This design comes from an exercise in tuning for small area and a short achievable clock period on the open sky130 flow, not from production work. At most, simulation tests tie the RTL to the original design; equivalence was not proved. Function not checked in run 1: the RTL went through the layout flow alone. Power figures rest on the tool's default switching activity, not on a simulated workload.

==> flow/design.v <==
module RegularFuzzification(
  input        clock,
  input        reset,
  input        io_start,
  input  [9:0] io_inputs_0,
  input  [9:0] io_inputs_1,
  output       io_outResultValid,
  output [6:0] io_outResult
);
  function gt7(input [6:0] a, input [6:0] b);
    integer i;
    reg g;
    begin
      g = 1'b0;
      for (i = 0; i < 7; i = i + 1)
        g = (a[i] & ~b[i]) | (~(~a[i] & b[i]) & g);
      gt7 = g;
    end
  endfunction
  wire [9:0] xi = io_inputs_0;
  wire [7:0] yi = io_inputs_1[7:0];
  wire xa = xi > 10'd50,  xb = xi > 10'd150, xc = xi > 10'd200, xd = xi > 10'd300,
       xe = xi > 10'd350, xf = xi > 10'd450, xg = xi > 10'd500, xh = xi > 10'd550,
       xk = xi > 10'd600;
  wire [9:0] xm50  = xi - 10'd50;
  wire [9:0] xm200 = xi - 10'd200;
  wire [9:0] xm350 = xi - 10'd350;
  wire [9:0] xm500 = xi - 10'd500;
  wire [9:0] m150x = 10'd150 - xi;
  wire [9:0] m300x = 10'd300 - xi;
  wire [9:0] m550x = 10'd550 - xi;
  wire [6:0] x1i = ({7{!xa}}       & 7'd100)      | ({7{xa && !xb}} & m150x[6:0]) |
                   ({7{xc && !xd}} & m300x[6:0])  | ({7{xe && !xf}} & xm350[6:0]) |
                   ({7{xf && !xh}} & m550x[6:0]);
  wire [6:0] x2i = ({7{xa && !xb}} & xm50[6:0])   | ({7{xb && !xc}} & 7'd100) |
                   ({7{xc && !xd}} & xm200[6:0])  | ({7{xg && !xk}} & xm500[6:0]) |
                   ({7{xk}}        & 7'd100);
  wire [1:0] ii  = {xe, xc};
  wire hxgi = (xi < 10'd100) || (xc && xi < 10'd250) || (xe && xi < 10'd525);
  wire hxei = (xi == 10'd100) || (xi == 10'd250) || (xd && !xe) || (xi == 10'd525);
  wire ya = yi > 8'd20,  yb = yi > 8'd40,  yc = yi > 8'd60,  yd = yi > 8'd80,
       ye = yi > 8'd100, yf = yi > 8'd120, yg = yi > 8'd140, yh = yi > 8'd160;
  wire [1:0] ji  = {yd, yb} == 2'b11 ? {1'b1, yf} : {1'b0, yb};
  wire s1 = ya && !yb, s2 = yc && !yd, s3 = ye && !yf, s4 = yg && !yh;
  wire [6:0] y5  = {yi[4:0], 2'b00} + yi[6:0];               
  wire [6:0] y2i = ({7{s1}} & (y5 - 7'd100)) | ({7{s2}} & (y5 - 7'd44)) |
                   ({7{s3}} & (y5 - 7'd116)) | ({7{s4}} & (y5 - 7'd60)) | ({7{yh}} & 7'd100);
  wire [6:0] y1i = ({7{s1}} & (7'd72 - y5)) | ({7{s2}} & (7'd16 - y5)) |
                   ({7{s3}} & (7'd88 - y5)) | ({7{s4}} & (7'd32 - y5)) |
                   ({7{!s1 && !s2 && !s3 && !s4 && !yh}} & 7'd100);
  wire hyei = (yi == 8'd30) || (yi == 8'd70) || (yi == 8'd110) || (yi == 8'd150);
  wire hygi = !yh && !hyei && !(s1 && yi > 8'd30) && !(s2 && yi > 8'd70) &&
              !(s3 && yi > 8'd110) && !(s4 && yi > 8'd150);
  reg [6:0] X1, X2, Y1, Y2;
  reg       i1, i0, j1, j0, hxg, hxe, hyg, hye;
  always @(posedge clock) if (io_start) begin
    X1 <= x1i;  X2 <= x2i;  {i1, i0} <= ii;  hxg <= hxgi; hxe <= hxei;
    Y1 <= y1i;  Y2 <= y2i;  {j1, j0} <= ji;  hyg <= hygi; hye <= hyei;
  end
  wire g11 = gt7(X1, Y1);
  wire g12 = gt7(X1, Y2);
  wire g21 = gt7(X2, Y1);
  wire g22 = gt7(X2, Y2);
  wire a_X1 = (i1 && j1 && !g12 && hxg) ||
      (i1 && j1 && j0 && !g11 && hxg) ||
      (i1 && j1 && j0 && g11 && g21 && !hxe);
  wire a_X2 = (i1 && j1 && !g21 && !hxg) ||
      (i1 && !j1 && j0 && !g12 && !g22) ||
      (i1 && j1 && !j0 && !g22 && !hxg) ||
      (i1 && j1 && hxe) ||
      (i1 && !j1 && j0 && !g11 && !g22) ||
      (i1 && j1 && !j0 && g12 && g22);
  wire a_Y1 = (i1 && j1 && j0 && !g11 && g21 && !hye) ||
      (i1 && j1 && g21 && hyg) ||
      (i1 && j1 && j0 && g11 && hyg);
  wire a_Y2 = (i1 && !j1 && j0 && g22) ||
      (i1 && j1 && g12 && !hyg) ||
      (i1 && j1 && g22 && hye) ||
      (i1 && j1 && !j0 && g12 && !g22) ||
      (i1 && j1 && !j0 && g22 && !hyg);
  wire n_X1 = (!j1 && !j0 && !g11 && hxg) ||
      (!i0 && !j1 && j0 && !g11 && !hxe) ||
      (!i1 && i0 && j1 && j0 && !g11 && !hxe) ||
      (!i1 && i0 && j1 && g21 && !g22 && !hxe) ||
      (!i0 && !j1 && !g12 && hxg) ||
      (!i0 && j1 && !j0 && !g11 && !g21 && !hxe) ||
      (!i0 && !j1 && !g22 && !hxg && !hxe) ||
      (!i1 && i0 && j1 && !g12 && hxg);
  wire n_X2 = (i1 && !j1 && !g21 && !hxg) ||
      (!i0 && hxe) ||
      (!i0 && j1 && !g12 && !g22) ||
      (i0 && !j1 && !j0 && g21 && !g22) ||
      (!i0 && j1 && j0 && !g21) ||
      (i0 && !j1 && j0 && !g11 && hxg) ||
      (!i1 && i0 && !j1 && g11 && !g12) ||
      (!i1 && i0 && !j1 && j0 && g12) ||
      (!j1 && !j0 && !g21 && g22 && !hxg) ||
      (!i1 && hxe && hye) ||
      (!i1 && i0 && j1 && !j0 && !g11 && g12) ||
      (!i1 && g11 && hxe) ||
      (!i1 && g12 && hxe) ||
      (i0 && !j1 && !g21 && !hxg && !hxe) ||
      (i1 && !j1 && j0 && !g12 && !g21) ||
      (!i1 && i0 && !j1 && g21 && !g22) ||
      (!i1 && i0 && j1 && !j0 && !g21 && g22);
  wire n_Y1 = (i1 && !j1 && j0 && g21 && !hye) ||
      (i0 && !j1 && !j0 && g11 && g12 && !hye) ||
      (i0 && !j1 && g21 && hyg) ||
      (!i0 && !j0 && g11 && hyg) ||
      (!i1 && i0 && j1 && !j0 && g21 && g22 && !hye) ||
      (!i0 && !j1 && g11 && hyg) ||
      (!j1 && !j0 && g21 && hyg) ||
      (!i0 && j1 && j0 && g21 && hyg) ||
      (!i0 && j1 && !j0 && g12 && !hyg && !hye) ||
      (i1 && !j1 && !j0 && g11 && !g21 && !hye) ||
      (!i1 && i0 && j1 && j0 && g11 && hyg) ||
      (!i0 && !j1 && !j0 && g22 && !hyg && !hye);
  wire n_Y2 = (!i1 && !j0 && !hxe && hye) ||
      (!i0 && j1 && g22 && !hyg) ||
      (i0 && !j1 && g21 && hye) ||
      (!i0 && !j1 && g12 && !hyg) ||
      (!i1 && i0 && j1 && g12 && !hyg) ||
      (!i1 && i0 && !j1 && g22 && !hyg) ||
      (!j1 && !j0 && g11 && hye) ||
      (!i0 && j1 && !j0 && g21 && g22) ||
      (i0 && !j1 && !j0 && g22 && !hyg) ||
      (!i1 && i0 && j1 && !j0 && g11 && hyg);
  wire n_c0 = (i1 && j0) ||
      (j1 && j0 && hyg) ||
      (i1 && !hxg && !hxe) ||
      (i0 && j1 && !j0 && !g22) ||
      (!i0 && j1 && !j0 && g21) ||
      (j1 && j0 && hye) ||
      (i0 && !j1 && !j0 && !hxg && !hxe && hyg) ||
      (i1 && g21) ||
      (i0 && j1 && j0 && !g11) ||
      (!i0 && j1 && j0 && !g21) ||
      (i0 && !j1 && !j0 && g22 && hye);
  wire n_c1 = (i1) ||
      (i0 && !j1 && j0) ||
      (i0 && j1 && !j0 && g22) ||
      (j1 && j0 && g11 && g21) ||
      (i0 && !j1 && g21 && !g22) ||
      (i0 && j0 && !g21 && !hyg && !hye) ||
      (!i0 && j1 && j0 && g21 && !g22) ||
      (i0 && !j1 && !g11 && !hyg && !hye) ||
      (!i0 && j1 && j0 && g22 && !hyg && !hye);
  wire o_X1 = (i0 && !j1 && !g12 && !g22 && !hxe) ||
      (i0 && j1 && !j0 && !g11 && !g21 && !hxe) ||
      (!i0 && j1 && j0 && !g11 && !hxe) ||
      (!i1 && i0 && !j1 && !g12 && g22) ||
      (!i0 && j1 && !g12 && !g22 && !hxe) ||
      (i0 && !j1 && j0 && !g21 && g22 && !hxe) ||
      (i0 && !j1 && j0 && !g11 && hxg) ||
      (!j1 && !j0 && !g12 && !g21 && g22) ||
      (i1 && !j0 && !g11 && g21 && !g22);
  wire o_X2 = (!i0 && !j1 && !g22) ||
      (i1 && !j1 && !g12 && hxe) ||
      (!i1 && i0 && j1 && g21 && !g22) ||
      (!i1 && i0 && j1 && j0 && g12) ||
      (!i0 && j1 && hxe) ||
      (!i1 && hxe && hye) ||
      (!i0 && !j1 && j0 && !g21) ||
      (!i0 && j1 && !j0 && !g11 && !g21) ||
      (i1 && !j0 && !g11 && !g12 && hxe) ||
      (!j1 && g11 && hxe) ||
      (j1 && !j0 && g12 && hxe) ||
      (!j1 && j0 && g12 && hxe) ||
      (!i1 && i0 && j1 && !g12 && hxg) ||
      (!i1 && i0 && j1 && j0 && !g21 && g22) ||
      (!i1 && !j1 && !j0 && !g11 && g12 && !g22);
  wire o_Y1 = (i1 && j1 && !j0 && g11 && !hye) ||
      (i0 && !j1 && j0 && g11 && hyg) ||
      (i0 && j1 && !j0 && g11 && g12 && !hye) ||
      (!i0 && !j1 && j0 && g21 && hyg) ||
      (!i0 && j1 && j0 && g11 && hyg) ||
      (!i0 && j1 && !j0 && g21 && hyg) ||
      (!i0 && j1 && !j0 && g22 && !hyg && !hye) ||
      (!i1 && i0 && j1 && j0 && g21 && hyg);
  wire o_Y2 = (!j1 && !j0 && g12 && g22) ||
      (i0 && !j1 && g12 && !hyg) ||
      (!i0 && j1 && g12 && !hyg) ||
      (!i0 && !j1 && g22 && !hyg) ||
      (!i1 && i0 && j1 && g22 && !hyg) ||
      (i1 && !j1 && !j0 && g12) ||
      (i0 && !j0 && g11 && hye) ||
      (!i0 && !j0 && g22 && hye) ||
      (!i0 && j1 && !j0 && g11 && hyg) ||
      (i0 && !j1 && !j0 && g11 && hyg) ||
      (!i0 && !j1 && !j0 && g21 && g22) ||
      (!i1 && i0 && j1 && !j0 && g21 && g22);
  wire o_c3 = (i1) ||
      (i0 && j1 && j0) ||
      (i0 && j1 && g21);
  function [6:0] pick(input s1, input s2, input s3, input s4,
                      input [6:0] a, input [6:0] b, input [6:0] c, input [6:0] d);
    pick = ({7{s1}} & a) | ({7{s2}} & b) | ({7{s3}} & c) | ({7{s4}} & d);
  endfunction
  wire [6:0] ov = pick(o_X1, o_X2, o_Y1, o_Y2, X1, X2, Y1, Y2);
  wire [6:0] nv = pick(n_X1, n_X2, n_Y1, n_Y2, X1, X2, Y1, Y2);
  wire [6:0] av = pick(a_X1, a_X2, a_Y1, a_Y2, X1, X2, Y1, Y2);
  reg [6:0] rov, rnv, rav;
  reg       ro3;
  reg [1:0] rnk;
  always @(posedge clock) if (io_start) begin
    rov <= ov;
    ro3 <= o_c3;
    rnv <= nv;
    rnk <= {n_c1, n_c0};
    rav <= av;
  end
  reg [6:0] rov2;
  reg       ro32;
  always @(posedge clock) if (io_start) begin
    rov2 <= rov;
    ro32 <= ro3;
  end
  wire [1:0] ok = {ro32, 1'b1};
  wire       take_new = gt7(rnv, rov2) || (rnv == rov2 && rnk < ok);
  reg  [6:0] bv;
  reg  [1:0] bk;
  always @(posedge clock) if (io_start) begin
    bv <= take_new ? rnv : rov2;
    bk <= take_new ? rnk : ok;
  end
  wire [9:0] tx = 10'd500 + bv;
  wire [4:0] t4 = yi[4:0] + 5'd20;                        
  wire [6:0] b4 = {t4, 2'b00} + {2'b00, t4};
  wire       keep = (bv == 7'd100) || (xi <= tx) || (yi <= 8'd140) ||
                    (yi <= 8'd160 && b4 <= bv);
  wire [2:0] fin = (!gt7(rav, bv) && keep) ? ((bv == 7'd0) ? 3'd0 : {1'b0, bk}) : 3'd4;
  reg [2:0] f1, f2, f3, f4, f5;
  always @(posedge clock) if (io_start) begin
    f1 <= fin;
    f2 <= f1;
    f3 <= f2;
    f4 <= f3;
    f5 <= f4;
  end
  assign io_outResultValid = 1'b0;
  assign io_outResult = io_start ? {4'd0, f5} : 7'd0;
endmodule
==> flow/run.sh <==
#!/bin/bash
# synth_recipe.tcl (not shown) runs the flow's synth.tcl, then flattens the netlist and writes it again
# the make line also repeats each setting of config.mk as NAME=value (left out here)
make -C /OpenROAD-flow-scripts/flow DESIGN_CONFIG=/design/flow/config.mk WORK_HOME=/design/flow/orfs CLKGATE_MAP_FILE= SYNTH_SCRIPT=/design/flow/synth_recipe.tcl finish
==> flow/config.mk <==
export PLATFORM = sky130hd
export DESIGN_NAME = RegularFuzzification
export DESIGN_NICKNAME = RegularFuzzification
export VERILOG_FILES = /design/flow/design.v
export SDC_FILE = /design/flow/constraint.sdc
export NUM_CORES = 4
export LEC_CHECK = 0
export CAP_MARGIN = 20
export CORE_MARGIN = 2
export CORE_UTILIZATION = 40
export SETUP_SLACK_MARGIN = 4.0
export SLEW_MARGIN = 20
==> flow/constraint.sdc <==
create_clock -name core_clock -period 8.0 [get_ports {clock}]
set_input_delay 1.6000 -clock core_clock [delete_from_list [all_inputs] [get_ports {clock}]]
set_output_delay 1.6000 -clock core_clock [all_outputs]
set_load 0.01 [all_outputs]
==> summary.md, run 1 <==
| Metric | Value |
|---|---|
| Peak Freq | `0.255 GHz` |
| Total wire length | `24.5 mm` |
| Total die area | `22000 um2` |
| Final hold vios | `0` |
| Clock skew | `8.87 ps` |
| CP required | `8080 ps` |
| Max VDD drop | `111 uV` |
| Final Wtd Congestion | `0.937` |
| Fill cells | `1977` |
| Net count, final | `1031` |
| Total core area | `20400 um2` |
| Worst-Margin Slew | `919 ps` |
| R2R Setup Slk | `4290 ps` |
| Detailed placement HPWL | `17.4 mm` |
| Post-synth EDFFs | `91` |
| Async S/R FF share, synth | `0` |
| WL/cell | `20.2 um` |
| Clock sink count | `91` |
| Antenna Nets Post-Route | `0` |
| Clk buf depth | `2` |
| Leak pwr | `0.00355 uW` |
| PD cells | `208 nW/um2` |
| Worst Path Buf+Inv | `1` |
| DP Worst Slack | `2670 ps` |
| Clock transition at path regs | `70 ps` |
| Area leader, netlist | `edfxtp_1` |
| Hold Buf Count CTS | `0` |
| Area delta synth->final | `11.3%` |
| Hold Crit Start | `f3[1]` |
| CTS tree | `built` |
| Number of max-cap violations | `0` |
| Ant diodes | `0` |
| Detailed Route Iter0 Violations | `790` |
| Slowest-stage cell, CP | `a2111oi_0` |
| Reg-to-Reg End | `rnv[6]` |
| Worst path top cell family by delay | `compound AO/OA/AOI/OAI gates` |
| Largest net degree at the start of global routing | `66` |
| Yosys warning count | `1` |
| Tmin final | `3930 ps` |
| FF+latch count, synth | `91` |
| Commonest cells post-synth | `91 x edfxtp_1, 82 x inv_1, 78 x a21oi_1` |
| # IOs | `31` |
| Worst setup SP type | `input pin` |
| Dominant cells by area after synthesis | `edfxtp_1 33%, ha_1 10%, a21oi_1 4.7%, inv_1 3.7%, o21ai_0 3.2%` |
| Cell Area, Synth | `8340 um2` |
| Clock Latency Late Sink | `350 ps` |
| Synth top area share | `0.328` |
| WP data arrival | `4010 ps` |
| Share of cells above drive strength 1 | `0.105` |
| CTS Buf Count | `9` |
| CP Class | `input pin to flip-flop` |
| Status | `no timing/DRC/antenna violations` |
| Crit path max fanout | `12` |
| Hold endpoint | `f4[1]` |
| Worst Reg2Reg Path Length in Cells | `7` |
| # rows | `52` |
| Final Cycle Share | `0.491` |
| Reg-to-reg critical path startpoint | `Y2[6]` |
| Post-Syn Area per Cell | `8.83 um2` |
| Setup TNS | `0 ps` |
| HP Class | `flip-flop to flip-flop` |
| Most used flip-flop cell after synthesis | `edfxtp_1` |
| DRC Markers | `0` |
| RSZ-0062 raised after global routing | `true` |
| Htree depth | `3` |
| Relative slew slack | `0.383` |
| Slowest Stage Delay on Critical Path | `520 ps` |
| Antenna violations before repair | `0` |
| Critical path capture point type | `flip-flop` |
| CP Cell Sequence | `buf_2 > ha_1 > nor2b_1 > a31o_2 > o21ai_0 > a21oi_1 > or3_1 > o22ai_1 > a2111oi_0 > a31oi_1` |
| Register area share after synthesis | `0.328` |
| Die width | `148 um` |
| Most frequent cell after synthesis | `edfxtp_1` |
| GR Overflow Total | `0` |
| First-pass GRT wire length | `39.0 mm` |
| Distinct cells, synth | `89` |
| Die Y | `148 um` |
| CTS Root Cell | `clkbuf_16` |
| Core Util, Final | `0.456` |
| Vias in the first global route | `7041` |
| Drt first pass iters | `6` |
| Worst setup margin | `4070 ps` |
| Initial Util | `0.410` |
| Hold depth | `0` |
| Gr usage total | `0.223` |
| I/O Buffers | `22` |
| Final Max Tran Viols | `0` |
| Post-Synthesis Cells | `945` |
| Drt via density | `6.36` |
| Vias | `7718` |
| Final setup fails | `0` |
-- metal layers --
| layer | GRT usage | vias up | wire (um) |
|---|---|---|---|
| met3 | 0.0356 | 42 | 2020 |
| met1 | 0.323 | 3704 | 10900 |
| met2 | 0.343 | 365 | 11100 |
| met4 | 0.0676 | 0 | 512 |
| met5 | 0 | - | 0 |
| li1 | - | 3607 | - |
-- layout make-up --
class / count / area (um2) / share of cell area
multi-input cells: 719 / 5250 / 0.566
flip-flops and latches: 91 / 2730 / 0.294
inverters: 87 / 350 / 0.0377
well taps: 270 / 338 / 0.0364
repair buffers: 30 / 309 / 0.0333
clock buffers: 9 / 225 / 0.0243
clock inverters: 7 / 76.3 / 0.00822
-- through the flow --
step	power, uW	cell area, um2	std cells	hold WS, ps
CTS	1910	9150	1211	418
floorplan	1270	8400	949	400
global placement	1470	8710	1193	400
global route	2050	9280	1213	427
finish	1930	9280	1213	420
detailed placement	1480	8710	1193	405
-- report_power, final --
part / internal (uW) / leakage, uW / switching [uW]
Sequential: 636 / 0.000889 / 89.8
Clock: 222 / 0.000149 / 196
Combinational: 310 / 0.00252 / 481
-- state kept, by name, summed over array words and instances (netlist names), 3 cells and up --
name	flops
f3	3
f4	3
X2	7
X1	7
f2	3
rav	7
f5	3
rov	7
rnv	7
Y2	7
bv	7
f1	3
rov2	7
Y1	6
-- logic make-up after synthesis --
family,count (synthesis),synth area share
buffers and inverters,139,0.0691
multiplexers,13,0.0160
XOR/XNOR,25,0.0262
AND/OR/NAND/NOR,264,0.163
AO/OA/AOI/OAI,334,0.281
adder cells (fa/ha/maj),78,0.117
other,1,0.000449
flip-flops,91,0.328
-- how the worst max path moves through the flow --
| stage | start | endpoint | slack [ps] | depth (start not counted) |
|---|---|---|---|---|
| 6_report | io_inputs_0[2] | X1[4] | 4070 | 10 |
| 5_1_grt | io_inputs_1[3] | f1[2] | 3990 | 13 |
| 4_1_cts | io_inputs_0[4] | X1[6] | 3940 | 10 |
| 3_5_place_dp | io_inputs_0[2] | X1[6] | 2670 | 10 |
| 3_3_place_gp | io_inputs_0[3] | X1[6] | 2640 | 10 |
| 2_1_floorplan | io_inputs_1[2] | f1[2] | 3910 | 12 |
-- what timing repair did --
item / 4_1_cts / 5_1_grt
setup buffers: 1 / 2
endpoints found under the setup margin: 36 / 19
gates resized for setup: 67 / 51
cloned: 1 / 0
pin swaps: 0 / 6
-- cells in the final DEF, fill, tap and decap left out, types with 16 or more instances in the layout --
master and count:
ha_1 62, inv_1 74, nor2_1 65, nand3_1 30, a21oi_1 73, o22ai_1 20, a221o_1 16, o21ai_0 53
nor3_1 26, nand2_1 56, edfxtp_1 91
==> run 2: changes to the inputs <==
--- a/flow/design.v
+++ b/flow/design.v
@@ -23,17 +23,13 @@
        xe = xi > 10'd350, xf = xi > 10'd450, xg = xi > 10'd500, xh = xi > 10'd550,
        xk = xi > 10'd600;
-  wire [9:0] xm50  = xi - 10'd50;
-  wire [9:0] xm200 = xi - 10'd200;
-  wire [9:0] xm350 = xi - 10'd350;
-  wire [9:0] xm500 = xi - 10'd500;
-  wire [9:0] m150x = 10'd150 - xi;
-  wire [9:0] m300x = 10'd300 - xi;
-  wire [9:0] m550x = 10'd550 - xi;
-  wire [6:0] x1i = ({7{!xa}}       & 7'd100)      | ({7{xa && !xb}} & m150x[6:0]) |
-                   ({7{xc && !xd}} & m300x[6:0])  | ({7{xe && !xf}} & xm350[6:0]) |
-                   ({7{xf && !xh}} & m550x[6:0]);
-  wire [6:0] x2i = ({7{xa && !xb}} & xm50[6:0])   | ({7{xb && !xc}} & 7'd100) |
-                   ({7{xc && !xd}} & xm200[6:0])  | ({7{xg && !xk}} & xm500[6:0]) |
-                   ({7{xk}}        & 7'd100);
+  wire a1 = xa && !xb, a2 = xb && !xc, a3 = xc && !xd, a5 = xe && !xf, a67 = xf && !xh,
+       a78 = xg && !xk;
+  wire [6:0] k2 = ({7{a1}} & 7'd78) | ({7{a3}} & 7'd56) | ({7{a78}} & 7'd12);
+  wire [6:0] x2s = xi[6:0] + k2;                            
+  wire [6:0] x2i = ({7{a1 || a3 || a78}} & x2s) | ({7{a2 || xk}} & 7'd100);
+  wire       neg = !a5;                                     
+  wire [6:0] k1 = ({7{a1}} & 7'd23) | ({7{a3}} & 7'd45) | ({7{a5}} & 7'd34) | ({7{a67}} & 7'd39);
+  wire [6:0] x1s = (xi[6:0] ^ {7{neg}}) + k1;
+  wire [6:0] x1i = ({7{a1 || a3 || a5 || a67}} & x1s) | ({7{!xa}} & 7'd100);
   wire [1:0] ii  = {xe, xc};
   wire hxgi = (xi < 10'd100) || (xc && xi < 10'd250) || (xe && xi < 10'd525);
@@ -44,9 +40,11 @@
   wire s1 = ya && !yb, s2 = yc && !yd, s3 = ye && !yf, s4 = yg && !yh;
   wire [6:0] y5  = {yi[4:0], 2'b00} + yi[6:0];               
-  wire [6:0] y2i = ({7{s1}} & (y5 - 7'd100)) | ({7{s2}} & (y5 - 7'd44)) |
-                   ({7{s3}} & (y5 - 7'd116)) | ({7{s4}} & (y5 - 7'd60)) | ({7{yh}} & 7'd100);
-  wire [6:0] y1i = ({7{s1}} & (7'd72 - y5)) | ({7{s2}} & (7'd16 - y5)) |
-                   ({7{s3}} & (7'd88 - y5)) | ({7{s4}} & (7'd32 - y5)) |
-                   ({7{!s1 && !s2 && !s3 && !s4 && !yh}} & 7'd100);
+  wire [6:0] ky2 = ({7{s1}} & 7'd28) | ({7{s2}} & 7'd84) | ({7{s3}} & 7'd12) | ({7{s4}} & 7'd68);
+  wire [6:0] ky1 = ({7{s1}} & 7'd73) | ({7{s2}} & 7'd17) | ({7{s3}} & 7'd89) | ({7{s4}} & 7'd33);
+  wire       ysl = s1 || s2 || s3 || s4;
+  wire [6:0] y2s = y5 + ky2;                                
+  wire [6:0] y1s = ~y5 + ky1;                               
+  wire [6:0] y2i = ({7{ysl}} & y2s) | ({7{yh}} & 7'd100);
+  wire [6:0] y1i = ({7{ysl}} & y1s) | ({7{!ysl && !yh}} & 7'd100);
   wire hyei = (yi == 8'd30) || (yi == 8'd70) || (yi == 8'd110) || (yi == 8'd150);
   wire hygi = !yh && !hyei && !(s1 && yi > 8'd30) && !(s2 && yi > 8'd70) &&
==> summary.md, run 2 <==
| Metric | Value |
|---|---|
| Status | `no timing/DRC/antenna violations` |
| Final Wtd Congestion | `0.971` |
| Async S/R FF share, synth | `0` |
| Worst Reg2Reg Path Length in Cells | `8` |
| Final Max Tran Viols | `0` |
| Initial Util | `0.412` |
| Post-Synthesis Cells | `851` |
| Area delta synth->final | `20.1%` |
| Post-Syn Area per Cell | `9.14 um2` |
| Setup TNS | `0 ps` |
| Commonest cells post-synth | `91 x edfxtp_1, 72 x inv_1, 63 x ha_1` |
| Htree depth | `3` |
| # IOs | `31` |
| Drt first pass iters | `5` |
| Gr usage total | `0.225` |
| Tmin final | `4010 ps` |
| Clock transition at path regs | `70 ps` |
| Vias in the first global route | `6664` |
| Leak pwr | `0.00366 uW` |
| Largest net degree at the start of global routing | `48` |
| Antenna Nets Post-Route | `0` |
| PD cells | `214 nW/um2` |
| Worst-Margin Slew | `1080 ps` |
| Final hold vios | `0` |
| Detailed placement HPWL | `15.9 mm` |
| # rows | `50` |
| Ant diodes | `0` |
| Area leader, netlist | `edfxtp_1` |
| Die width | `143 um` |
| Die Y | `143 um` |
| CP Class | `input pin to flip-flop` |
| Final Cycle Share | `0.501` |
| Net count, final | `985` |
| Drt via density | `5.99` |
| HP Class | `flip-flop to flip-flop` |
| Hold Buf Count CTS | `0` |
| Finished layout cell area | `9340 um2` |
| Most common cell after layout, fill and taps aside | `edfxtp_1` |
| DRC Markers | `0` |
| Dominant cells by area after synthesis | `edfxtp_1 35%, ha_1 10%, o21ai_0 3.5%, inv_1 3.5%, a21oi_1 3.1%` |
| Cell Area, Synth | `7780 um2` |
| Antenna violations before repair | `1` |
| Most frequent cell after synthesis | `edfxtp_1` |
| Most used flip-flop cell after synthesis | `edfxtp_1` |
| Clk buf depth | `2` |
| Most frequent cells in the layout | `91 x edfxtp_1, 67 x inv_1, 54 x ha_1` |
| CTS tree | `built` |
| Crit path max fanout | `4` |
| First-pass GRT wire length | `35.8 mm` |
| Clock sink count | `91` |
| Clock Latency Late Sink | `350 ps` |
| Peak Freq | `0.249 GHz` |
| CTS Root Cell | `clkbuf_16` |
| Post-synth EDFFs | `91` |
| Distinct cells, synth | `83` |
| Worst setup SP type | `input pin` |
| DP Worst Slack | `2260 ps` |
| Share of cells above drive strength 1 | `0.196` |
| WP data arrival | `4100 ps` |
| Final setup fails | `0` |
| Synth top area share | `0.351` |
| FF+latch count, synth | `91` |
| Total wire length | `22.4 mm` |
| Yosys warning count | `1` |
| Total die area | `20600 um2` |
| CP required | `8090 ps` |
| Worst setup margin | `3990 ps` |
| Number of max-cap violations | `0` |
| Critical path capture point type | `flip-flop` |
| I/O Buffers | `22` |
| Placed cell area | `8350 um2` |
| Total core area | `18900 um2` |
| CTS Buf Count | `9` |
| RSZ-0062 raised after global routing | `true` |
| Hold depth | `0` |
| Clock skew | `8.97 ps` |
| Detailed Route Iter0 Violations | `520` |
| Max VDD drop | `101 uV` |
| WL/cell | `19.3 um` |
| Power Total | `2000 uW` |
| Relative slew slack | `0.281` |
| Register area share after synthesis | `0.351` |
| Vias | `6947` |
| GR Overflow Total | `0` |
[run 2: changes by cell type after synthesis, sizes merged, moves of 7 or more]
cell,previous run,this run
a21oi,78,49
a221o,16,2
o211ai,13,24
inv,82,73
nor3,28,19
o221ai,10,1
o32ai,10,1
clkbuf,34,26
nand2,57,49
nand3,30,22
o22ai,20,12
xnor2,19,27
a32oi,2,9
[run 2: area by class of cell]
type,count,area [um2]
Multi-Input combinational cell,643,4990
Clock inverter,7,76.3
Tap cell,260,325
Timing Repair Buffer,75,706
Sequential cell,91,2730
Inverter,74,289
Fill cell,1816,9550
Clock buffer,9,225
[run 2: power breakdown]
part | switching [uW] | total [uW] | internal, uW
registers | 81.4 | 726 | 644
logic | 502 | 848 | 346
clock network | 202 | 425 | 223
[run 2: timing repair]
action / 4_1_cts / 5_1_grt
resized for setup: 120 / 34
cloned: 2 / 0
pin swaps: 27 / 33
setup buffers: 34 / 12
setup endpoints to repair: 31 / 12
[run 2: kinds of logic after synthesis]
family | synth area share
xor gates and xnor gates | 0.0417
AOI/OAI and AO/OA | 0.251
adders and majority gates | 0.124
DFF | 0.351
other | 0.000482
and+or+nand+nor | 0.155
buffers and inverters | 0.0636
muxes | 0.0132
[run 2: worst max-delay path: stages]
cell,delay [ps]
buf_8,100
and2_4,160
or4b_4,510
a21oi_4,160
a31oi_4,60
nor2_4,130
xnor2_1,90
ha_2,180
fa_2,350
a21oi_2,120
nor2_1,50
nor2_1,120
o21bai_1,80
a21oi_1,170
xnor2_1,130
o21ai_1,80
[run 2: final timing paths]
kind	startpoint	end	slack [ps]
hold reg to reg	rov[1]	rov2[1]	420
hold / removal	rov[1]	rov2[1]	420
setup / recovery	io_inputs_0[0]	X1[6]	3990
setup reg to reg	i0	rnv[6]	4380
[run 2: through the flow]
stage	hold slack, ps	std cells	util
CTS	423	1147	0.484
global route	427	1159	0.495
floorplan	400	855	-
detailed placement	405	1095	0.442
global placement	401	1095	0.442
finish	421	1159	0.495
[run 2: metal layers]
| metal | up-vias | wire length, um | global-route usage |
|---|---|---|---|
| met5 | - | 0 | 0 |
| met3 | 31 | 1430 | 0.0303 |
| li1 | 3325 | - | - |
| met1 | 3305 | 10100 | 0.317 |
| met2 | 286 | 10500 | 0.362 |
| met4 | 0 | 382 | 0.0635 |
==> run 3: changes to the inputs <==
--- a/flow/design.v
+++ b/flow/design.v
@@ -198,5 +198,5 @@
   wire [6:0] nv = pick(n_X1, n_X2, n_Y1, n_Y2, X1, X2, Y1, Y2);
   wire [6:0] av = pick(a_X1, a_X2, a_Y1, a_Y2, X1, X2, Y1, Y2);
-  reg [6:0] rov, rnv, rav;
+  reg [6:0] rov, rnv;
   reg       ro3;
   reg [1:0] rnk;
@@ -206,5 +206,4 @@
     rnv <= nv;
     rnk <= {n_c1, n_c0};
-    rav <= av;
   end
   reg [6:0] rov2;
@@ -216,17 +215,21 @@
   wire [1:0] ok = {ro32, 1'b1};
   wire       take_new = gt7(rnv, rov2) || (rnv == rov2 && rnk < ok);
-  reg  [6:0] bv;
-  reg  [1:0] bk;
-  always @(posedge clock) if (io_start) begin
-    bv <= take_new ? rnv : rov2;
-    bk <= take_new ? rnk : ok;
-  end
-  wire [9:0] tx = 10'd500 + bv;
-  wire [4:0] t4 = yi[4:0] + 5'd20;                        
-  wire [6:0] b4 = {t4, 2'b00} + {2'b00, t4};
-  wire       keep = (bv == 7'd100) || (xi <= tx) || (yi <= 8'd140) ||
-                    (yi <= 8'd160 && b4 <= bv);
-  wire [2:0] fin = (!gt7(rav, bv) && keep) ? ((bv == 7'd0) ? 3'd0 : {1'b0, bk}) : 3'd4;
-  reg [2:0] f1, f2, f3, f4, f5;
+  wire [6:0] bv = take_new ? rnv : rov2;
+  wire [1:0] bk = take_new ? rnk : ok;
+  reg  [6:0] wv;
+  reg  [2:0] wi;
+  always @(posedge clock) if (io_start) begin
+    wv <= bv;
+    wi <= gt7(av, bv) ? 3'd4 : (bv == 7'd0) ? 3'd0 : {1'b0, bk};
+  end
+  reg  [6:0] wv2;
+  reg  [2:0] wi2;
+  always @(posedge clock) if (io_start) begin
+    wv2 <= wv;
+    wi2 <= wi;
+  end
+  wire r24gt = i1 && i0 && j1 && j0 && gt7(X2, wv2) && gt7(Y2, wv2);
+  wire [2:0] fin = (wi2[2] || r24gt) ? 3'd4 : wi2;
+  reg [2:0] f1, f2, f3, f4;
   always @(posedge clock) if (io_start) begin
     f1 <= fin;
@@ -234,7 +237,6 @@
     f3 <= f2;
     f4 <= f3;
-    f5 <= f4;
   end
   assign io_outResultValid = 1'b0;
-  assign io_outResult = io_start ? {4'd0, f5} : 7'd0;
+  assign io_outResult = io_start ? {4'd0, f4} : 7'd0;
 endmodule
==> summary.md, run 3 <==
| Metric | Value |
|---|---|
| Final setup fails | `0` |
| Clock sink count | `92` |
| CP required | `8090 ps` |
| Total core area | `17800 um2` |
| Critical path capture point type | `flip-flop` |
| Hold depth | `0` |
| Vias | `6317` |
| Vias in the first global route | `5790` |
| Die Y | `138 um` |
| Distinct cells, synth | `80` |
| Slowest-stage cell, CP | `or3b_4` |
| Commonest cells post-synth | `92 x edfxtp_1, 76 x nand2_1, 66 x nor2_1` |
| Crit path max fanout | `8` |
| Core Util, Final | `0.482` |
| Met2 usage | `0.313` |
| Detailed placement HPWL | `13.4 mm` |
| Drt first pass iters | `5` |
| Area delta synth->final | `19.1%` |
| Total die area | `19200 um2` |
| Async S/R FF share, synth | `0` |
| Crit. Startpoint | `io_inputs_0[1]` |
| CTS Root Cell | `clkbuf_16` |
| Non-Filler Instances | `1072` |
| Number of max-cap violations | `0` |
| Initial Util | `0.405` |
| Clock transition at path regs | `70 ps` |
| Met3 usage | `0.0284` |
| DRC Markers | `0` |
| Grt met1 use | `0.290` |
| Ant diodes | `0` |
| Worst hold margin | `415 ps` |
| Status | `no timing/DRC/antenna violations` |
| Hold endpoint | `wi2[2]` |
| Antenna Nets Post-Route | `0` |
| Worst setup SP type | `input pin` |
| Slowest Stage Delay on Critical Path | `430 ps` |
| Area leader, netlist | `edfxtp_1` |
| Post-Synthesis Cells | `801` |
| Share of cells above drive strength 1 | `0.186` |
| Gr usage total | `0.201` |
| First-pass GRT wire length | `31.2 mm` |
| Die width | `138 um` |
| CTS Buf Count | `9` |
| GR Overflow Total | `0` |
| WL/cell | `18.4 um` |
| Post-synth EDFFs | `92` |
| Final hold vios | `0` |
| Detailed Route Iter0 Violations | `683` |
| Setup TNS | `0 ps` |
| Worst Path Buf+Inv | `3` |
| HP Class | `flip-flop to flip-flop` |
| Yosys warning count | `1` |
| Max VDD drop | `119 uV` |
| Hold Crit Start | `wi[2]` |
| Finished layout cell area | `8610 um2` |
| Dominant cells by area after synthesis | `edfxtp_1 38%, ha_1 6.1%, nand2_1 3.9%, a21oi_1 3.7%, nor2_1 3.4%` |
| Net count, final | `900` |
| Antenna violations before repair | `0` |
| # IOs | `31` |
| Tmin final | `4150 ps` |
| Most crowded layer after global routing | `met2` |
| Worst path top cell family by delay | `compound AO/OA/AOI/OAI gates` |
| Final Max Tran Viols | `0` |
| Synth top area share | `0.382` |
| Reg-to-Reg End | `wi[2]` |
| Final Wtd Congestion | `0.893` |
| Peak Freq | `0.241 GHz` |
| Leak pwr | `0.00335 uW` |
| Reg-to-reg critical path startpoint | `Y2[0]` |
| Clk buf depth | `2` |
| CP Cell Sequence | `buf_6 > a211oi_4 > a21o_1 > or3b_4 > buf_6 > nor2b_2 > nand2_2 > buf_4 > ha_1 > a21o_1 > a21oi_2 > nor2_1 > o21ai_1 > nand2b_1 > xnor2_1 > o21ai_1` |
| Most common cell after layout, fill and taps aside | `edfxtp_1` |
| Clock Latency Late Sink | `350 ps` |
| Cell Area, Synth | `7230 um2` |
| Placed Cells incl. Taps | `1014` |
| PD cells | `229 nW/um2` |
| I/O Buffers | `22` |
| Largest net degree at the start of global routing | `52` |
| Most frequent cell after synthesis | `edfxtp_1` |
| WP data arrival | `4240 ps` |
| CP Class | `input pin to flip-flop` |
| Most frequent cells in the layout | `92 x edfxtp_1, 73 x nand2_1, 62 x inv_1` |
| Clock skew | `6.49 ps` |
| Htree depth | `3` |
| Final Cycle Share | `0.519` |
| Drt via density | `5.89` |
| Worst Reg2Reg Path Length in Cells | `12` |
| Hold Buf Count CTS | `0` |
| R2R Setup Slk | `4160 ps` |
| Total wire length | `19.7 mm` |
| FF+latch count, synth | `92` |
| CTS tree | `built` |
| Register area share after synthesis | `0.382` |
| Relative slew slack | `0.378` |
| # rows | `49` |
| Post-Syn Area per Cell | `9.02 um2` |
| Most used flip-flop cell after synthesis | `edfxtp_1` |
| Placed cell area | `7710 um2` |
| RSZ-0062 raised after global routing | `true` |
| Worst-Margin Slew | `933 ps` |
## run 3: worst register-to-register path, delay by kind of cell, from the launching register on
| family | cells | cell delay (ps) |
|---|---|---|
| AO/OA/AOI/OAI | 5 | 1430 |
| AND/OR/NAND/NOR | 6 | 1320 |
| flip-flops | 1 | 500 |
| adder cells (fa/ha/maj) | 1 | 330 |
## run 3: logic make-up (layout without fill, tap and decap cells)
logic type      after synthesis  after routing  share of synthesized area
other cells                   1              5                   0.000519
flops                        92             92                      0.382
fa+ha+maj                    52             52                     0.0899
xor+xnor                     27             27                     0.0327
simple gates                249            250                      0.167
compound gates              260            260                      0.254
mux                           8              8                     0.0113
buf+inv                     112            149                     0.0618
## run 3: power breakdown
part	internal [uW]	switching [uW]
clock network	221	200
logic	335	484
registers	652	76.2
## run 3: how the worst max path moves through the flow
stage                  to  slack, ps  cells past startpoint
global route        X1[5]       3690                     16
global placement    X1[6]       2630                     19
floorplan           X1[6]       3550                     17
finish              X1[5]       3850                     16
detailed placement  X1[6]       2630                     19
CTS                 X1[6]       3900                     18
## run 3: per-layer routing
layer  up-vias  share of wire
li1       3080              -
met1      3016           0.46
met2       205           0.47
met3        16          0.060
met4         0          0.011
met5         -              0
## run 3: final cells by class
cell class	instances	area, um2
repair buffers	69	624
clock inverters	7	75.1
flip-flops and latches	92	2760
inverters	64	240
clock buffers	9	225
well taps	229	287
multi-input cells	602	4390
fillers	1664	9240
## run 3: repair_timing
item / in CTS / in global routing
pin swaps: 26 / 28
gates resized for setup: 118 / 55
setup buffers: 20 / 20
endpoints found under the setup margin: 23 / 17
gates cloned: 2 / 0
## run 3: metrics by stage
step | worst slack, ps | total power, uW
floorplan | 3550 | 1270
finish | 3850 | 1970
detailed placement | 2630 | 1470
global placement | 2630 | 1460
CTS | 3900 | 1930
global route | 3690 | 2090
==> run 4: changes to the inputs <==
--- a/flow/design.v
+++ b/flow/design.v
@@ -198,23 +198,19 @@
   wire [6:0] nv = pick(n_X1, n_X2, n_Y1, n_Y2, X1, X2, Y1, Y2);
   wire [6:0] av = pick(a_X1, a_X2, a_Y1, a_Y2, X1, X2, Y1, Y2);
-  reg [6:0] rov, rnv;
+  reg [6:0] rov;
   reg       ro3;
-  reg [1:0] rnk;
   always @(posedge clock) if (io_start) begin
     rov <= ov;
     ro3 <= o_c3;
-    rnv <= nv;
-    rnk <= {n_c1, n_c0};
-  end
-  reg [6:0] rov2;
-  reg       ro32;
-  always @(posedge clock) if (io_start) begin
-    rov2 <= rov;
-    ro32 <= ro3;
-  end
-  wire [1:0] ok = {ro32, 1'b1};
-  wire       take_new = gt7(rnv, rov2) || (rnv == rov2 && rnk < ok);
-  wire [6:0] bv = take_new ? rnv : rov2;
-  wire [1:0] bk = take_new ? rnk : ok;
+  end
+  wire [1:0] ok = {ro3, 1'b1};
+  wire [1:0] nk = {n_c1, n_c0};
+  wire       take_new = gt7(nv, rov) || (nv == rov && nk < ok);
+  reg  [6:0] bv;
+  reg  [1:0] bk;
+  always @(posedge clock) if (io_start) begin
+    bv <= take_new ? nv : rov;
+    bk <= take_new ? nk : ok;
+  end
   reg  [6:0] wv;
   reg  [2:0] wi;
@@ -223,13 +219,116 @@
     wi <= gt7(av, bv) ? 3'd4 : (bv == 7'd0) ? 3'd0 : {1'b0, bk};
   end
-  reg  [6:0] wv2;
-  reg  [2:0] wi2;
-  always @(posedge clock) if (io_start) begin
-    wv2 <= wv;
-    wi2 <= wi;
-  end
-  wire r24gt = i1 && i0 && j1 && j0 && gt7(X2, wv2) && gt7(Y2, wv2);
-  wire [2:0] fin = (wi2[2] || r24gt) ? 3'd4 : wi2;
-  reg [2:0] f1, f2, f3, f4;
+  reg [4:0] wv5;                           
+  always @* begin
+    case (wv)
+      7'd0: wv5 = 5'd0;
+      7'd1: wv5 = 5'd0;
+      7'd2: wv5 = 5'd0;
+      7'd3: wv5 = 5'd0;
+      7'd4: wv5 = 5'd0;
+      7'd5: wv5 = 5'd1;
+      7'd6: wv5 = 5'd1;
+      7'd7: wv5 = 5'd1;
+      7'd8: wv5 = 5'd1;
+      7'd9: wv5 = 5'd1;
+      7'd10: wv5 = 5'd2;
+      7'd11: wv5 = 5'd2;
+      7'd12: wv5 = 5'd2;
+      7'd13: wv5 = 5'd2;
+      7'd14: wv5 = 5'd2;
+      7'd15: wv5 = 5'd3;
+      7'd16: wv5 = 5'd3;
+      7'd17: wv5 = 5'd3;
+      7'd18: wv5 = 5'd3;
+      7'd19: wv5 = 5'd3;
+      7'd20: wv5 = 5'd4;
+      7'd21: wv5 = 5'd4;
+      7'd22: wv5 = 5'd4;
+      7'd23: wv5 = 5'd4;
+      7'd24: wv5 = 5'd4;
+      7'd25: wv5 = 5'd5;
+      7'd26: wv5 = 5'd5;
+      7'd27: wv5 = 5'd5;
+      7'd28: wv5 = 5'd5;
+      7'd29: wv5 = 5'd5;
+      7'd30: wv5 = 5'd6;
+      7'd31: wv5 = 5'd6;
+      7'd32: wv5 = 5'd6;
+      7'd33: wv5 = 5'd6;
+      7'd34: wv5 = 5'd6;
+      7'd35: wv5 = 5'd7;
+      7'd36: wv5 = 5'd7;
+      7'd37: wv5 = 5'd7;
+      7'd38: wv5 = 5'd7;
+      7'd39: wv5 = 5'd7;
+      7'd40: wv5 = 5'd8;
+      7'd41: wv5 = 5'd8;
+      7'd42: wv5 = 5'd8;
+      7'd43: wv5 = 5'd8;
+      7'd44: wv5 = 5'd8;
+      7'd45: wv5 = 5'd9;
+      7'd46: wv5 = 5'd9;
+      7'd47: wv5 = 5'd9;
+      7'd48: wv5 = 5'd9;
+      7'd49: wv5 = 5'd9;
+      7'd50: wv5 = 5'd10;
+      7'd51: wv5 = 5'd10;
+      7'd52: wv5 = 5'd10;
+      7'd53: wv5 = 5'd10;
+      7'd54: wv5 = 5'd10;
+      7'd55: wv5 = 5'd11;
+      7'd56: wv5 = 5'd11;
+      7'd57: wv5 = 5'd11;
+      7'd58: wv5 = 5'd11;
+      7'd59: wv5 = 5'd11;
+      7'd60: wv5 = 5'd12;
+      7'd61: wv5 = 5'd12;
+      7'd62: wv5 = 5'd12;
+      7'd63: wv5 = 5'd12;
+      7'd64: wv5 = 5'd12;
+      7'd65: wv5 = 5'd13;
+      7'd66: wv5 = 5'd13;
+      7'd67: wv5 = 5'd13;
+      7'd68: wv5 = 5'd13;
+      7'd69: wv5 = 5'd13;
+      7'd70: wv5 = 5'd14;
+      7'd71: wv5 = 5'd14;
+      7'd72: wv5 = 5'd14;
+      7'd73: wv5 = 5'd14;
+      7'd74: wv5 = 5'd14;
+      7'd75: wv5 = 5'd15;
+      7'd76: wv5 = 5'd15;
+      7'd77: wv5 = 5'd15;
+      7'd78: wv5 = 5'd15;
+      7'd79: wv5 = 5'd15;
+      7'd80: wv5 = 5'd16;
+      7'd81: wv5 = 5'd16;
+      7'd82: wv5 = 5'd16;
+      7'd83: wv5 = 5'd16;
+      7'd84: wv5 = 5'd16;
+      7'd85: wv5 = 5'd17;
+      7'd86: wv5 = 5'd17;
+      7'd87: wv5 = 5'd17;
+      7'd88: wv5 = 5'd17;
+      7'd89: wv5 = 5'd17;
+      7'd90: wv5 = 5'd18;
+      7'd91: wv5 = 5'd18;
+      7'd92: wv5 = 5'd18;
+      7'd93: wv5 = 5'd18;
+      7'd94: wv5 = 5'd18;
+      7'd95: wv5 = 5'd19;
+      7'd96: wv5 = 5'd19;
+      7'd97: wv5 = 5'd19;
+      7'd98: wv5 = 5'd19;
+      7'd99: wv5 = 5'd19;
+      7'd100: wv5 = 5'd20;
+      default: wv5 = 5'd20;
+    endcase
+  end
+  wire [9:0] tx = 10'd500 + wv;
+  wire [7:0] ty = 8'd140 + wv5;
+  wire       keep = (wv == 7'd100) || (xi <= tx) || (yi <= ty);
+  wire [2:0] fin = (wi[2] || !keep) ? 3'd4 : wi;
+  reg [2:0] f1, f2, f3, f4, f5;
   always @(posedge clock) if (io_start) begin
     f1 <= fin;
@@ -237,6 +336,7 @@
     f3 <= f2;
     f4 <= f3;
+    f5 <= f4;
   end
   assign io_outResultValid = 1'b0;
-  assign io_outResult = io_start ? {4'd0, f4} : 7'd0;
+  assign io_outResult = io_start ? {4'd0, f5} : 7'd0;
 endmodule
--- a/flow/config.mk
+++ b/flow/config.mk
@@ -9,4 +9,4 @@
 export CORE_MARGIN = 2
 export CORE_UTILIZATION = 40
-export SETUP_SLACK_MARGIN = 4.0
+export SETUP_SLACK_MARGIN = 4.3
 export SLEW_MARGIN = 20
==> summary.md, run 4 <==
| Metric | Value |
|---|---|
| Largest net degree at the start of global routing | `62` |
| Clk buf depth | `2` |
| Vias in the first global route | `7235` |
| Final setup fails | `0` |
| # rows | `50` |
| Die Y | `142 um` |
| Largest family of logic cells by synthesized area | `compound AO/OA/AOI/OAI gates` |
| Hold Buf Count CTS | `0` |
| WL/cell | `18.7 um` |
| Most frequent cell after synthesis | `nand2_1` |
| Part of the power in registers | `0.294` |
| Total die area | `20100 um2` |
| Clock sink count | `82` |
| Detailed Route Iter0 Violations | `849` |
| Antenna Nets Post-Route | `0` |
| Commonest cells post-synth | `90 x nand2_1, 77 x edfxtp_1, 68 x inv_1` |
| Final hold vios | `0` |
| CTS Buf Count | `9` |
| Detailed placement HPWL | `15.1 mm` |
| Critical path capture point type | `flip-flop` |
| RSZ-0062 raised after global routing | `true` |
| Antenna violations before repair | `0` |
| Leak pwr | `0.00407 uW` |
| Worst path top cell family by delay | `compound AO/OA/AOI/OAI gates` |
| Finished layout cell area | `10100 um2` |
| Most frequent cells in the layout | `112 x buf_4, 79 x nand2_1, 77 x edfxtp_1` |
| Synth Area in Simple Gates | `0.179` |
| Worst setup SP type | `flip-flop` |
| WP data arrival | `4610 ps` |
| Vias | `7636` |
| Most used flip-flop cell after synthesis | `edfxtp_1` |
| FF+latch count, synth | `82` |
| Combinational power share | `0.529` |
| CTS Root Cell | `clkbuf_16` |
| Xor-xnor portion of the synthesized cell area | `0.0357` |
| Final Cycle Share | `0.565` |
| CTS tree | `built` |
| DRC Markers | `0` |
| Core Util, Final | `0.539` |
| Adder-cell share of the synthesized area | `0.113` |
| Yosys warning count | `1` |
| Peak Freq | `0.221 GHz` |
| Max VDD drop | `127 uV` |
| Worst-Margin Slew | `869 ps` |
| Mux share of post-synthesis cell area | `0.0255` |
| Final Max Tran Viols | `0` |
| Drt first pass iters | `5` |
| Worst path most repeated cell | `nor2_1` |
| Worst Path Buf+Inv | `4` |
| Relative slew slack | `0.420` |
| Total core area | `18700 um2` |
| Initial Util | `0.407` |
| CP Class | `flip-flop to flip-flop` |
| HP Class | `flip-flop to flip-flop` |
| PD cells | `235 nW/um2` |
| Clock Latency Late Sink | `340 ps` |
| Distinct cells, synth | `77` |
| Gr usage total | `0.233` |
| Slowest-stage cell, CP | `edfxtp_1` |
| Post-Syn Area per Cell | `8.44 um2` |
| Number of max-cap violations | `0` |
| Async S/R FF share, synth | `0` |
| Reg-to-reg critical path startpoint | `X1[1]` |
| P_int | `1410 uW` |
| Crit. Startpoint | `X1[1]` |
| Area leader, netlist | `edfxtp_1` |
| Htree depth | `3` |
| Die width | `142 um` |
| Final Wtd Congestion | `0.896` |
| Hold Crit Start | `f4[2]` |
| First-pass GRT wire length | `37.2 mm` |
| Post-synth EDFFs | `77` |
| Ant diodes | `0` |
| Area delta synth->final | `32.6%` |
| Synth Area in Compound Gates | `0.268` |
| Crit path max fanout | `5` |
| Dominant cells by area after synthesis | `edfxtp_1 30%, ha_1 8.9%, nand2_1 4.4%, a21oi_1 4.3%, o21ai_0 4.0%` |
| Post-Synthesis Cells | `902` |
| CP required | `8090 ps` |
| Slowest Stage Delay on Critical Path | `470 ps` |
| Total wire length | `23.4 mm` |
| Drt via density | `6.11` |
| Setup TNS | `0 ps` |
| Most common cell after layout, fill and taps aside | `buf_4` |
| Cell Area, Synth | `7610 um2` |
| Clock power share | `0.177` |
| # IOs | `31` |
| Tmin final | `4520 ps` |
| Sw frac | `0.406` |
| Placed cell area | `8250 um2` |
| P_sw | `960 uW` |
| Net count, final | `1091` |
| Clock skew | `4.16 ps` |
| GR Overflow Total | `0` |
| Register area share after synthesis | `0.317` |
| Synth top area share | `0.304` |
| I/O Buffers | `22` |
| Status | `no timing/DRC/antenna violations` |
| Share of cells above drive strength 1 | `0.294` |
| Clock transition at path regs | `60 ps` |
## run 4: cell type report
type	count	area, um2
clock inverters	7	76.3
fillers	1665	8620
flip-flops and latches	82	2410
inverters	68	263
multi-input cells	706	5550
well taps	234	293
repair buffers	143	1270
clock buffers	9	225
## run 4: logic make-up (layout without fill, tap and decap cells)
kind of cell | after synthesis | in the layout
AOI/OAI and AO/OA | 299 | 299
xor gates and xnor gates | 31 | 31
adders and majority gates | 68 | 68
buffers and inverters | 119 | 227
DFF | 82 | 82
muxes | 18 | 18
other | 1 | 5
and+or+nand+nor | 284 | 285
## run 4: power groups by stage
stage | Combinational (uW) | Clock (uW) | Sequential [uW]
finish | 1250 | 419 | 695
global route | 1370 | 444 | 706
CTS | 1120 | 430 | 690
detailed placement | 939 | 0 | 705
global placement | 932 | 0 | 705
floorplan | 764 | 0 | 651
## run 4: path summary, 6_finish.rpt
| check | to | slack, ps | depth (start not counted) |
|---|---|---|---|
| max | bv[3] | 3480 | 25 |
| min | f5[2] | 420 | 0 |
| max reg2reg | bv[3] | 3480 | 25 |
| min reg2reg | f5[2] | 420 | 0 |
## run 4: per-layer routing
| layer | vias to the layer above | GRT usage | wire length (um) |
|---|---|---|---|
| li1 | 3595 | - | - |
| met5 | - | 0 | 0 |
| met4 | 0 | 0.0932 | 917 |
| met1 | 3641 | 0.308 | 10000 |
| met3 | 75 | 0.0499 | 1580 |
| met2 | 325 | 0.373 | 10900 |
## run 4: what timing repair did
action / in CTS / in global routing
pin swaps: 53 / 53
resized for setup: 181 / 61
endpoints found under the setup margin: 46 / 30
setup buffers: 72 / 41
gates cloned: 2 / 1
## run 4: through the flow
step                setup slack [ps]  hold slack, ps  power [uW]  instances
CTS                             3550             420        2240       1207
floorplan                       3590             400        1420        906
global route                    3340             427        2520       1249
finish                          3480             419        2370       1249
global placement                2510             402        1640       1117
detailed placement              2420             405        1640       1117
==> run 5: changes to the inputs <==
--- a/flow/config.mk
+++ b/flow/config.mk
@@ -9,4 +9,4 @@
 export CORE_MARGIN = 2
 export CORE_UTILIZATION = 40
-export SETUP_SLACK_MARGIN = 4.3
+export SETUP_SLACK_MARGIN = 4.0
 export SLEW_MARGIN = 20
==> summary.md, run 5 <==
| Metric | Value |
|---|---|
| Status | `no timing/DRC/antenna violations` |
| Drt via density | `6.02` |
| Detailed Route Iter0 Violations | `707` |
| Clock sink count | `82` |
| Non-Filler Instances | `1216` |
| FF+latch count, synth | `82` |
| Leak pwr | `0.00386 uW` |
| CTS Root Cell | `clkbuf_16` |
| Htree depth | `3` |
| Worst path most repeated cell | `nor2_2` |
| Async S/R FF share, synth | `0` |
| I/O Buffers | `22` |
| Area leader, netlist | `edfxtp_1` |
| CTS Buf Count | `9` |
| Crit path max fanout | `5` |
| Most frequent cells in the layout | `81 x nand2_1, 81 x buf_4, 77 x edfxtp_1` |
| Clock skew | `17.8 ps` |
| Worst-Margin Slew | `789 ps` |
| Setup TNS | `0 ps` |
| Drt first pass iters | `8` |
| GR Overflow Total | `0` |
| Largest net degree at the start of global routing | `50` |
| Part of the power in registers | `0.299` |
| Register area share after synthesis | `0.317` |
| Clock transition at path regs | `60 ps` |
| Worst path top cell family by delay | `compound AO/OA/AOI/OAI gates` |
| Vias | `7325` |
| Dominant cells by area after synthesis | `edfxtp_1 30%, ha_1 8.9%, nand2_1 4.4%, a21oi_1 4.3%, o21ai_0 4.0%` |
| Detailed placement HPWL | `15.0 mm` |
| RSZ-0062 raised after global routing | `true` |
| Die width | `142 um` |
| Slowest Stage Delay on Critical Path | `410 ps` |
| Combinational power share | `0.512` |
| Area delta synth->final | `26.6%` |
| Total die area | `20100 um2` |
| Relative slew slack | `0.474` |
| Post-Syn Area per Cell | `8.44 um2` |
| DP Worst Slack | `2560 ps` |
| Gr usage total | `0.226` |
| Clock power share | `0.189` |
| Die Y | `142 um` |
| Post-synth EDFFs | `77` |
| Critical path capture point type | `flip-flop` |
| Post-Synthesis Cells | `902` |
| Final setup fails | `0` |
| DRC Markers | `0` |
| Final Cycle Share | `0.581` |
| Final Max Tran Viols | `0` |
| # rows | `50` |
| Max VDD drop | `142 uV` |
| Synth top area share | `0.304` |
| WL/cell | `18.7 um` |
| Net count, final | `1058` |
| Total core area | `18700 um2` |
| CP required | `8090 ps` |
| P_int | `1400 uW` |
| Distinct cells, synth | `77` |
| Peak Freq | `0.215 GHz` |
| Tmin final | `4650 ps` |
| Final Wtd Congestion | `0.928` |
| Most frequent cell after synthesis | `nand2_1` |
| PD cells | `243 nW/um2` |
| Total wire length | `22.7 mm` |
| Share of cells above drive strength 1 | `0.254` |
| # IOs | `31` |
| Sw frac | `0.400` |
| First-pass GRT wire length | `35.9 mm` |
| Vias in the first global route | `6742` |
| CP Class | `flip-flop to flip-flop` |
| P_sw | `934 uW` |
| Number of max-cap violations | `0` |
| Final hold vios | `0` |
| Ant diodes | `0` |
| Yosys warning count | `1` |
| Worst Path Buf+Inv | `3` |
| Antenna violations before repair | `0` |
| Placed Cells incl. Taps | `1117` |
| CTS tree | `built` |
| Worst setup margin | `3350 ps` |
| WP data arrival | `4740 ps` |
| Most used flip-flop cell after synthesis | `edfxtp_1` |
| Clock Latency Late Sink | `360 ps` |
| Antenna Nets Post-Route | `0` |
| Worst setup SP type | `flip-flop` |
| HP Class | `flip-flop to flip-flop` |
| Cell Area, Synth | `7610 um2` |
| Commonest cells post-synth | `90 x nand2_1, 77 x edfxtp_1, 68 x inv_1` |
| Initial Util | `0.407` |
| Clk buf depth | `2` |
| Slowest-stage cell, CP | `edfxtp_1` |
[run 5: cell counts after synthesis]
Identical to the previous run, type by type.
[run 5: layer usage]
| metal | wire length (um) | vias up | track usage | part of all wire |
|---|---|---|---|---|
| met1 | 9840 | 3386 | 0.303 | 0.43 |
| met3 | 1660 | 55 | 0.0429 | 0.073 |
| met2 | 10600 | 353 | 0.366 | 0.47 |
| met5 | 0 | - | 0 | 0 |
| met4 | 633 | 0 | 0.0821 | 0.028 |
| li1 | - | 3531 | - | - |
[run 5: layout make-up]
type	count	area (um2)
Tap cell	234	293
Inverter	68	258
Sequential cell	82	2410
Timing Repair Buffer	110	972
Multi-Input combinational cell	706	5370
Clock buffer	10	229
Clock inverter	6	91.3
Fill cell	1725	9080
[run 5: worst paths after layout]
check             endpoint  slack, ps  start  cells after the start
setup reg to reg     bv[3]       3350  Y1[0]                     25
hold reg to reg      f2[2]        420  f1[2]                      0
setup / recovery     bv[3]       3350  Y1[0]                     25
hold / removal       f2[2]        420  f1[2]                      0
[run 5: cell families (layout without fill, tap and decap cells)]
kind of cell               Yosys count  in the layout  synth area share
other                                1              5          0.000493
DFF                                 82             82             0.317
buffers and inverters              119            194            0.0617
adders and majority gates           68             68             0.113
muxes                               18             18            0.0255
AOI/OAI and AO/OA                  299            299             0.268
xor gates and xnor gates            31             31            0.0357
and+or+nand+nor                    284            285             0.179
[run 5: repair_timing]
| action | 4_1_cts | 5_1_grt |
|---|---|---|
| endpoints found under the setup margin | 40 | 20 |
| pin swaps | 36 | 49 |
| gates resized for setup | 137 | 79 |
| cloned | 2 | 0 |
| buffers inserted | 54 | 27 |
| hold buffers | 0 | 0 |
| endpoints found under the hold margin | 0 | 0 |
[run 5: through the flow]
| stage | util | instance area (um2) | hold slack, ps | power, uW |
|---|---|---|---|---|
| 2_1_floorplan | - | 7940 | 400 | 1410 |
| 3_3_place_gp | 0.437 | 8180 | 400 | 1630 |
| 3_5_place_dp | 0.437 | 8180 | 405 | 1630 |
| 4_1_cts | 0.491 | 9180 | 419 | 2220 |
| 5_1_grt | 0.515 | 9630 | 427 | 2490 |
| 6_report | 0.515 | 9630 | 419 | 2340 |
[run 5: power groups by stage]
stage / clock, uW / sequential (uW) / combinational, uW
final: 442 / 698 / 1200
after global routing: 473 / 709 / 1310
after CTS: 453 / 694 / 1070
after detailed placement: 0 / 708 / 924
after global placement: 0 / 707 / 920
after floorplan: 0 / 651 / 755

## afterwards: timing with drivers on the ports
How much do the figures lean on ideal ports? The routed layouts below were timed once more, with nothing changed but the port constraints.
Step 1 sets driving cells, clkbuf_16 on the clock port and buf_2 on the other inputs (assumed; they add their load-dependent delay and slew).
Step 2 times the ports against the registers' clock, not the clock port: input delays grow and output delays shrink by t, the midpoint of the rising clock arrivals with the driver on.
Three values: ideal ports, drivers, drivers and shift; two values: the first two.
run	t, ns	setup WS [ns]	latest minus earliest clock arrival (ns)	worst register clock-pin slew, ns
run 1	0.394	4.072 / 4.076 / 3.683	0.011 / 0.011	0.07 / 0.07
run 2	0.391	3.989 / 3.993 / 3.602	0.009 / 0.009	0.07 / 0.07
run 3	0.387	3.851 / 3.852 / 3.466	0.006 / 0.007	0.07 / 0.07
run 4	0.388	3.480 / 3.480 / 3.480	0.004 / 0.005	0.06 / 0.06
run 5	0.397	3.351 / 3.351 / 3.351	0.019 / 0.019	0.07 / 0.07
After both steps every run listed still meets setup and hold. The setup slack of run 1, which loses most, moves by +0.004 ns with the drivers and by -0.389 ns with both steps.
